This is an optimization exercise on Yosys and OpenROAD, whose aim is small area, a short achievable clock period and few clock cycles per item, not a production implementation. Function was checked by simulation only, so behaviour that the tests miss may differ from the original.

== job 101 ==
==> flow/design.v (excerpt) <==
module barnsley #(
    parameter FP_WIDTH = 25,
    parameter FP_INT = 5
    ) (
    input  wire clk,
    input  wire reset,
    output wire [19:0] iter_max,
    input  wire iter_change,
    output reg  done,
    output wire complete,
    output wire signed [FP_WIDTH-1:0] xn,
    output reg  signed [FP_WIDTH-1:0] yn
    );
    reg  [13:0] n;           
    reg  [1:0]  lvl;         
    reg         iter_reg;
    always @(posedge clk)
        iter_reg <= iter_change;
    wire iter_button = iter_change & ~iter_reg;
    assign iter_max = (lvl == 2'd0) ? 20'd1000 :
                      (lvl == 2'd1) ? 20'd4000 :
                      (lvl == 2'd2) ? 20'd7000 : 20'd10000;
    assign complete = (n == iter_max[13:0]);
    wire gen = ~complete;
    wire [13:0] n_d = n + {13'd0, gen};
    wire [1:0] lvl_d = (iter_button && lvl != 2'd3) ? lvl + 2'd1 : lvl;
    wire hold = (n_d == ((lvl_d == 2'd0) ? 14'd1000 :
                         (lvl_d == 2'd1) ? 14'd4000 :
                         (lvl_d == 2'd2) ? 14'd7000 : 14'd10000));
    wire [17-1:0] ctl;
    random random_inst(.clk(clk), .reset(reset), .request(gen), .hold(hold), .ctl(ctl));
    reg  [23-1:0] x;
    assign xn = {{2{x[22]}}, x};
    wire [23-1:0] x_nxt;
    wire [FP_WIDTH-1:0] y_nxt;
    mul step_inst(.x(x), .y(yn), .ctl(ctl), .xo(x_nxt), .yo(y_nxt));
    always @(posedge clk or posedge reset) begin
        if (reset) begin
  ...
Size: about 3400 cells after synthesis, ~120 flip-flops.
==> flow/config.mk <==
export PLATFORM = sky130hd
export DESIGN_NAME = barnsley
export DESIGN_NICKNAME = barnsley
export VERILOG_FILES = /design/flow/design.v
export SDC_FILE = /design/flow/constraint.sdc
export NUM_CORES = 4
export LEC_CHECK = 0
export CAP_MARGIN = 20
export CORE_MARGIN = 2
export CORE_UTILIZATION = 40
export SLEW_MARGIN = 20
export SYNTH_HIERARCHICAL = 1
==> flow/constraint.sdc <==
create_clock -name core_clock -period 15.0 [get_ports {clk}]
set_input_delay 3.0000 -clock core_clock [delete_from_list [all_inputs] [get_ports {clk}]]
set_output_delay 3.0000 -clock core_clock [all_outputs]
set_load 0.01 [all_outputs]
standard.sh (not shown) runs the stock make flow with config.mk's settings and CLKGATE_MAP_FILE= SYNTH_SCRIPT=/design/flow/synth_recipe.tcl, a recipe that flattens the netlist after the stock synthesis.
==> flow/flow/run.sh <==
#!/bin/bash
set -e
cp standard.sh standard.sh.txt
export SETUP_SLACK_MARGIN=9.5
bash standard.sh > standard.log 2>&1
Testbench counts of job 101, summed over its fixed seeds: cycles 80,000, points 80,000.
Inputs modified between job 101 and job 102:
- changing CORE_UTILIZATION from 40 to 30
==> flow/flow/run.sh <==
#!/bin/bash
set -e
cp standard.sh standard.sh.txt
export SETUP_SLACK_MARGIN=9
bash standard.sh > standard.log 2>&1
[summary]
Going from job 101 to job 102, the sum of net half-perimeters after detailed placement was found to have gone up by about 2%.
Min routing usage on met2 across job 101 and job 102: job 102
Job 102 vs job 101, highest metal layer with signal wires: met5 vs met4
Global placer's final weighted congestion went up by a few percent going from job 101 to job 102.

========
Setup of branch quartz:
Another version of the RTL of barnsley (not shown whole).
Size in the first run: ~140 flip-flops, ~75 I/O pins, about 37000 um2 of cells after synthesis.
Settings: LEC_CHECK=0, CAP_MARGIN=35, CORE_MARGIN=2, CORE_UTILIZATION=40, SLEW_MARGIN=50, SYNTH_HIERARCHICAL=1; clock period 15.0 ns.
==> flow/flow/run.sh <==
#!/bin/bash
set -e
cp standard.sh standard.sh.txt
export SETUP_SLACK_MARGIN=9
bash standard.sh > standard.log 2>&1
Testbench counts of branch quartz, summed over its fixed seeds: cycles 80,000, points 80,000.
#### Input delta (branch cedar over branch quartz)
# branch quartz
export LEC_CHECK = 0
export CAP_MARGIN = 35
export CORE_MARGIN = 2
export CORE_UTILIZATION = 40
export SLEW_MARGIN = 50
export SYNTH_HIERARCHICAL = 1
create_clock -name core_clock -period 15.0 [get_ports {clk}]
# branch cedar
export LEC_CHECK = 0
export CAP_MARGIN = 50
export CORE_MARGIN = 2
export CORE_UTILIZATION = 40
export SLEW_MARGIN = 75
export SYNTH_HIERARCHICAL = 1
create_clock -name core_clock -period 15.0 [get_ports {clk}]
==> flow/flow/run.sh <==
#!/bin/bash
set -e
cp standard.sh standard.sh.txt
export SETUP_SLACK_MARGIN=8
bash standard.sh > standard.log 2>&1
[summary]
Comparing branch quartz and branch cedar, sequential share of cell area is higher on branch cedar.
H-tree depth reported by CTS: branch cedar vs branch quartz identical
branch quartz reports its worst setup path startpoint as random_inst.ctl[19]$_DFF_PP0_ while branch cedar reports x[20]$_DFF_P_.
Comparing branch quartz and branch cedar, the lower routed length on met1 was measured on branch cedar.
[diff] hold slack, branch cedar relative to branch quartz: regression
Relative to branch quartz, final critical-path setup slack has decreased by 0.49 ns in branch cedar.
Final instance count without filler cells: branch cedar vs branch quartz down 2.0%

[what the ideal ports hide]
The results above use ideal ports. As a check the final layouts listed here were re-extracted and re-timed, cells and wires unchanged.
Step 1, drivers: a clkbuf_16 drives clk and a buf_2 each remaining input, both assumed.
Step 2 moves the port delays by t, midway between the first and last clock arrival at a register: inputs arrive t later, outputs are due t later. That takes back most of the time a late clock gives input paths.
Slacks: ideal ports / drivers / drivers and shift; pairs: ideal ports / drivers.
| run | t (ns) | slack for setup (ns) | worst register clock-pin slew, ns | worst slew at a driven data input, ns | cell pins on the clock port's net |
|---|---|---|---|---|---|
| job 101 | 0.531 | 8.874 / 8.874 / 8.874 | 0.07 / 0.07 | 0.03 | 1 |
| job 102 | 0.529 | 8.915 / 8.915 / 8.840 | 0.07 / 0.07 | 0.03 | 1 |
| branch quartz | 0.587 | 8.604 / 8.604 / 8.604 | 0.10 / 0.10 | 0.04 | 1 |
| branch cedar | 0.556 | 8.114 / 8.114 / 8.114 | 0.09 / 0.09 | 0.03 | 1 |
After both steps setup and hold are still met in every run listed. For job 102, which loses most, drivers alone change the setup slack by 0.000 ns; drivers and shift together by -0.075 ns.
